This is an optimization exercise on Yosys and OpenROAD, whose aim is small area, not a production implementation.
The RTL was checked by simulation tests, not by an equivalence proof against the original design.
Power and IR drop assume default switching activity.

### flow/design.v
`timescale 1ns/1ns
module frame_top (
    input         clk,
    input         rst_n,
    input  [15:0] data_in,
    output        crc_err,
    output        fifo_full,
    output        fifo_empty,
    output        crc_valid_o,
    output        data_out_ch1,
    output        data_out_ch2,
    output        data_out_ch3,
    output        data_out_ch4,
    output        data_out_ch5,
    output        data_out_ch6,
    output        data_out_ch7,
    output        data_out_ch8,
    output        data_vld_ch1,
    output        data_vld_ch2,
    output        data_vld_ch3,
    output        data_vld_ch4,
    output        data_vld_ch5,
    output        data_vld_ch6,
    output        data_vld_ch7,
    output        data_vld_ch8
);
    localparam [15:0] CRC_OK = 16'h7b9a;
    function [15:0] crc_step;
        input [15:0] d;
        input [15:0] q;
        reg   [15:0] x;
        begin
            x = d ^ q;
            crc_step[0]  = x[0] ^ x[4] ^ x[8] ^ x[11] ^ x[12];
            crc_step[1]  = x[1] ^ x[5] ^ x[9] ^ x[12] ^ x[13];
            crc_step[2]  = x[2] ^ x[6] ^ x[10] ^ x[13] ^ x[14];
            crc_step[3]  = x[3] ^ x[7] ^ x[11] ^ x[14] ^ x[15];
            crc_step[4]  = x[4] ^ x[8] ^ x[12] ^ x[15];
            crc_step[5]  = x[0] ^ x[4] ^ x[5] ^ x[8] ^ x[9] ^ x[11] ^ x[12] ^ x[13];
            crc_step[6]  = x[1] ^ x[5] ^ x[6] ^ x[9] ^ x[10] ^ x[12] ^ x[13] ^ x[14];
            crc_step[7]  = x[2] ^ x[6] ^ x[7] ^ x[10] ^ x[11] ^ x[13] ^ x[14] ^ x[15];
            crc_step[8]  = x[3] ^ x[7] ^ x[8] ^ x[11] ^ x[12] ^ x[14] ^ x[15];
            crc_step[9]  = x[4] ^ x[8] ^ x[9] ^ x[12] ^ x[13] ^ x[15];
            crc_step[10] = x[5] ^ x[9] ^ x[10] ^ x[13] ^ x[14];
            crc_step[11] = x[6] ^ x[10] ^ x[11] ^ x[14] ^ x[15];
            crc_step[12] = x[0] ^ x[4] ^ x[7] ^ x[8] ^ x[15];
            crc_step[13] = x[1] ^ x[5] ^ x[8] ^ x[9];
            crc_step[14] = x[2] ^ x[6] ^ x[9] ^ x[10];
            crc_step[15] = x[3] ^ x[7] ^ x[10] ^ x[11];
        end
    endfunction
    reg        e1, e2;           
    reg        t1, t2;           
    reg  [3:0] st;               
    reg [15:0] crc;              
    reg  [7:0] ch_sel;
    reg  [7:0] ch_pend;          
    reg        crc_err_r;
    reg        p0, p1, p2, p3;   
    reg  [3:0] fs;               
    reg  [3:0] wp;               
    reg [15:0] mem [0:7];
    reg  [7:0] vld;              
    reg [15:0] ow;               
    reg        pb;               
    reg  [3:0] bc;               
    reg  [2:0] wr;               
    reg  [3:0] rp;               
    wire hdr     = e1 & e2;
    wire trl     = t1 & t2;
    wire in_data = st[3] | st[2];
    wire active  = |vld;
    wire at_trl  = in_data & trl;
    wire good    = (st != 4'd4) & (crc == CRC_OK);
    wire last_w  = (wr == 3'd0);
    wire will_ld = (|ch_sel) & (~active | (last_w & bc[3] & bc[2]));
    wire [3:0] wdist = wp - rp;
    wire wr_ok   = (st != 4'd0) & ~wdist[3];
    wire load    = p3 & ~active & (|ch_pend);
    wire wend    = active & (bc == 4'd15);
    always @(posedge clk or negedge rst_n) begin
        if (!rst_n) begin
            e1 <= 1'b0; e2 <= 1'b0; t1 <= 1'b0; t2 <= 1'b0;
            st <= 4'd0;
            crc_err_r <= 1'b0;
            p0 <= 1'b0; p1 <= 1'b0; p2 <= 1'b0; p3 <= 1'b0;
            fs <= 4'd0; wp <= 4'd0; rp <= 4'd0;
            vld <= 8'd0;
        end else begin
            e1 <= (data_in == 16'he0e0);
            e2 <= e1;
            t1 <= (data_in == 16'h0e0e);
            t2 <= t1;
            case (st)
                4'd0:    if (hdr) st <= 4'd1;
                4'd1:    st <= 4'd2;
                4'd2:    st <= 4'd3;
                4'd3:    st <= 4'd4;
                4'd12:   st <= 4'd0;
                default: st <= trl ? 4'd0 : st + 4'd1;
            endcase
            crc_err_r <= at_trl & ~good;
            p0 <= at_trl & good;
            p1 <= p0;
            p2 <= p1;
            p3 <= p2;
            if (at_trl & good & will_ld)
                fs <= fs + (st - 4'd4);
            if (st == 4'd0)
                wp <= fs;
            else if (wr_ok)
                wp <= wp + 4'd1;
            if (load) begin
                vld <= ch_pend;
                rp  <= rp + 4'd1;
            end else if (wend) begin
                if (last_w)
                    vld <= 8'd0;
                else
                    rp <= rp + 4'd1;
            end
        end
    end
    always @(posedge clk) begin
        crc <= crc_step(data_in, (st[3:1] == 3'd0) ? 16'd0 : crc);
        if (st == 4'd0 && hdr)
            ch_sel <= data_in[7:0];
        if (at_trl & good)
            ch_pend <= ch_sel;
        if (wr_ok)
            mem[wp[2:0]] <= data_in;
        pb <= active & ow[15];
        if (load || (wend && !last_w))
            ow <= mem[rp[2:0]];
        else
            ow <= {ow[14:0], 1'b0};
        if (load) begin
            bc <= 4'd0;
            wr <= fs[2:0] - rp[2:0] - 3'd1;
        end else begin
            bc <= bc + 4'd1;
            if (wend && !last_w)
                wr <= wr - 3'd1;
        end
    end
    wire bit_o = ow[15] ^ pb;
    assign crc_err     = crc_err_r;
    assign fifo_full   = 1'b0;
    assign fifo_empty  = ~p3;
    assign crc_valid_o = active;
    assign data_vld_ch1 = vld[0];
    assign data_vld_ch2 = vld[1];
    assign data_vld_ch3 = vld[2];
    assign data_vld_ch4 = vld[3];
    assign data_vld_ch5 = vld[4];
    assign data_vld_ch6 = vld[5];
    assign data_vld_ch7 = vld[6];
    assign data_vld_ch8 = vld[7];
    assign data_out_ch1 = vld[0] & bit_o;
    assign data_out_ch2 = vld[1] & bit_o;
    assign data_out_ch3 = vld[2] & bit_o;
    assign data_out_ch4 = vld[3] & bit_o;
    assign data_out_ch5 = vld[4] & bit_o;
    assign data_out_ch6 = vld[5] & bit_o;
    assign data_out_ch7 = vld[6] & bit_o;
    assign data_out_ch8 = vld[7] & bit_o;
endmodule
### flow/run.sh
#!/bin/bash
# synth_recipe.tcl (not shown) runs the flow's synth.tcl, then flattens the netlist and writes it again
# the make line also repeats each setting of config.mk as NAME=value (left out here)
make -C /OpenROAD-flow-scripts/flow DESIGN_CONFIG=/design/flow/config.mk WORK_HOME=/design/flow/orfs CLKGATE_MAP_FILE= SYNTH_SCRIPT=/design/flow/synth_recipe.tcl finish
### flow/config.mk
export PLATFORM = sky130hd
export DESIGN_NAME = frame_top
export DESIGN_NICKNAME = frame_top
export VERILOG_FILES = /design/flow/design.v
export SDC_FILE = /design/flow/constraint.sdc
export NUM_CORES = 4
export LEC_CHECK = 0
export CAP_MARGIN = 20
export CORE_MARGIN = 2
export CORE_UTILIZATION = 40
export PLACE_DENSITY = 0.6
export SLEW_MARGIN = 20
### flow/constraint.sdc
create_clock -name core_clock -period 5.0 [get_ports {clk}]
set_input_delay 1.0000 -clock core_clock [delete_from_list [all_inputs] [get_ports {clk}]]
set_output_delay 1.0000 -clock core_clock [all_outputs]
set_load 0.01 [all_outputs]
==> results.yml <==
setup_path:
  cp_cell_sequence: "nor4_1, nand2_1, clkdlybuf4s50_1"
  cp-end-kind: "output pin"
  reg2reg_slack_ps: 2030
  r2r_end: "mem[6][15]"
  cp-start-kind: "flip-flop"
  crit_type: "flip-flop to output pin"
  required_ps: 4000
  critPathArrivalTime_ps: 2060
  crit_slowest_cell: "clkdlybuf4s50_1"
  cpPeakStageDelay_ps: 570
  crit_fanout: 6
  reg2regPathDepth: 7
  timing.rr.start: "rp[2]"
yosys:
  ys_seq_elements: 217
  ys.flop_type: "edfxtp_1"
  synth-edff-count: 147
  synth-seq-area-share_pct: 65.6
  async_flop_share_pct: 15.2
  syn_area_mm2: 0.00911
  yosysUniqueCellTypes: 54
  postSynthCellCount: 583
  yosys_warnings: 1
  syn_nets: 619
  synth_area_per_cell_um2: 15.6
power:
  switching_share_pct: 21.3
  p_leak_nw: 3.75
  power_switching_w: 0.000811
  peakVddDrop_v: 0.000229
  clock_power_share_pct: 42.1
  p_per_area_mw_per_mm2: 362
  internal_power_w: 0.00301
  p_seq_share_pct: 52.5
  power_frac_comb_pct: 5.4
drt:
  routed_wl_um: 18100
  final_antenna_net_count: 0
  viasPerCell: 5.16
  first_pass_iters: 5
  wire_per_inst_um: 19.4
  drc: 0
  vias: 4823
  drt_iter0_markers: 258
timing:
  finalCritPeriodShare_pct: 61.2
  maxSlewViolCount: 0
  setup_ws_ps: 1940
  final-hold-violation-count: 0
  worstMarginPinSlew_ps: 719
  period_needed_ps: 3060
  max_freq_ghz: 0.327
  final.setup.tns_ps: 0
  rsz0062_at_grt: "false"
  timing.slew.headroom_pct: 51.9
  skew_ps: 9.72
  setup_violations: 0
run:
  maxCapViolCount: 0
clock_tree:
  cts_root_buffer: "clkbuf_16"
  cts_max_level: 1
  insertion_delay_ps: 510
  clock-sinks: 217
  cts_resized: 0
  hold_buffers: 0
  clkSlewWorstSetupHoldPaths_ps: 60
  post-cts-setup-buffers: 0
  cts_tree: "yes"
  cts_buffers: 23
  cts_buffer_depth: 3
place:
  dp_hpwl_um: 11500
  globalplace.congestion: 0.794
  post-place-ws_ps: 1860
  io_buffers: 36
worst_hold_path:
  hold_class: "flip-flop to flip-flop"
  holdPathEnd: "p3"
  hp-start: "p2"
  hold_depth: 0
cells_and_area:
  num_antenna_cells: 0
  nNetsFinal: 670
  area_delta_synth_final_pct: 15.8
  drive_gt1_share_pct: 14.9
  fill_cells: 1914
grt:
  grt-busiest-layer: "met2"
  grt_max_degree: 37
  grt_pass1_wl_um: 29000
  grt_pass1_vias: 5093
  grt_antenna_before_repair: 0
  gr-total-overflow: 0
  grtUsageTotal_pct: 15.7
  grtUsageMet1_pct: 21.2
  grtUsageMet2_pct: 26.6
  grtUsageMet3_pct: 2.56
die:
  core-area_mm2: 0.0225
  die_x_um: 155
  dieArea_mm2: 0.0240
  placementRows: 55
  fp.dieH_um: 155
  pin_count: 38
  start_util_pct: 40.5
run_status:
  status: "complete, no violations"
critical path, delay by kind of cell (launching register included):
family / cells / cell delay, ps
flops: 1 / 410
simple gates: 2 / 580
buf+inv: 1 / 570
power groups by stage:
stage | registers, W | clock network, W | logic, W
after floorplan | 0.00202 | 0 | 0.000149
after global placement | 0.00204 | 0 | 0.000205
after detailed placement | 0.00204 | 0 | 0.000208
after CTS | 0.00200 | 0.00164 | 0.000210
after global routing | 0.00200 | 0.00172 | 0.000227
final | 0.00200 | 0.00161 | 0.000208
per-stage QoR:
stage | cell area [um2] | total power [W] | hold slack, ps | utilization, % | instances
4_1_cts | 10500 | 0.00386 | 352 | 46.9 | 935
3_3_place_gp | 9830 | 0.00224 | 335 | 43.7 | 894
6_report | 10600 | 0.00382 | 347 | 46.9 | 935
2_1_floorplan | 9110 | 0.00217 | 331 | - | 583
5_1_grt | 10600 | 0.00395 | 364 | 46.9 | 935
3_5_place_dp | 9830 | 0.00225 | 339 | 43.7 | 894
cells in the final DEF, fill, tap and decap left out, drive strengths merged, types with 12 or more instances in the layout:
master,synthesis,final
xor2,22,22
edfxtp,147,147
mux2i,17,17
dfrtp,33,33
buf,9,13
nor2,27,27
clkdlybuf4s50,0,36
clkbuf,14,30
dfxtp,37,37
nand3,12,12
o21ai,22,22
mux4,32,32
xnor2,62,62
ha,16,16
nand2,38,38
inv,17,18
how the worst max path moves through the flow:
stage	from	end	cells past startpoint	slack (ps)
after global placement	data_in[10]	crc[7]	6	1980
after CTS	vld[5]	crc_valid_o	3	1940
after global routing	vld[5]	crc_valid_o	3	1790
final	vld[5]	crc_valid_o	3	1940
after detailed placement	data_in[6]	crc[2]	6	1860
after floorplan	rp[1]	mem[1][0]	9	1260
cell type report:
cell class                      instances  area [um2]  area share [%]
Clock buffer                           30         632            5.99
Clock inverter                         11        87.6           0.830
Inverter                               17        63.8           0.605
Multi-Input combinational cell        326        2970            28.2
Sequential cell                       217        5980            56.7
Tap cell                              285         357            3.38
Timing Repair Buffer                   49         458            4.34
registers in the layout (all words and copies together) (netlist names), 3 cells and up:
signal   count
ch_sel       8
mem        128
ow          16
ch_pend      8
wp           4
vld          8
rp           4
fs           4
crc         16
st           4
bc           4
wr           3
logic make-up (layout without fill, tap and decap cells):
kind of cell	count (synthesis)	after routing	share of synthesized area, %
compound gates	48	48	3.63
other cells	1	1	0.0412
mux	53	53	10.3
simple gates	121	121	6.77
flops	217	217	65.6
xor+xnor	85	85	9.02
fa+ha+maj	18	18	2.64
buf+inv	40	107	2.00
cells in the mapped netlist (all sizes together) (2+ instances only):
| cell type | instances | share of area (%) |
|---|---|---|
| o21ai | 22 | 1.2 |
| nor2 | 27 | 1.1 |
| fa | 2 | 0.44 |
| ha | 16 | 2.2 |
| a21o | 3 | 0.25 |
| inv | 17 | 0.70 |
| mux2 | 4 | 0.49 |
| a21oi | 4 | 0.22 |
| edfxtp | 147 | 48 |
| and2 | 9 | 0.62 |
| nand4b | 7 | 0.67 |
| nor4 | 9 | 0.62 |
| nand3 | 12 | 0.66 |
| xor2 | 22 | 2.8 |
| nand2 | 38 | 1.7 |
| a22o | 8 | 0.77 |
| xnor2 | 62 | 6.0 |
| nor2b | 3 | 0.21 |
| dfrtp | 33 | 9.1 |
| mux4 | 32 | 7.9 |
| mux2i | 17 | 1.9 |
| dfxtp | 37 | 8.1 |
| nor3 | 5 | 0.33 |
| clkbuf | 14 | 0.59 |
| a31oi | 3 | 0.21 |
| nand2b | 4 | 0.27 |
| buf | 9 | 0.71 |
metal layers:
metal	routed length [um]	vias up
met2	8920	95
met1	8130	2448
li1	-	2255
met5	0	-
met4	335	0
met3	741	25

[re-timing with driven ports]
No port has a modelled driver above. Below, the same layout with a new extraction and two added sets of constraints. Step 1 (the two cells are an assumption about what drives the block):
set clk [get_ports {clk}]
set_driving_cell -lib_cell sky130_fd_sc_hd__clkbuf_16 $clk
set_driving_cell -lib_cell sky130_fd_sc_hd__buf_2 [delete_from_list [all_inputs] $clk]
Step 2 also shifts input and output timing later by t, the mid clock arrival at the registers, as if the neighbouring blocks saw the same clock. Slacks: ideal ports / drivers / drivers and shift; pairs: ideal ports / drivers.
t (ns): 0.550
setup WS [ns]: 1.941 / 1.892 / 1.786
worst setup path at the end: input to register
cell pins on the clock port's net: 1
After both steps setup and hold are still met in this run. For this run, drivers alone change the setup slack by -0.049 ns; drivers and shift together by -0.155 ns.
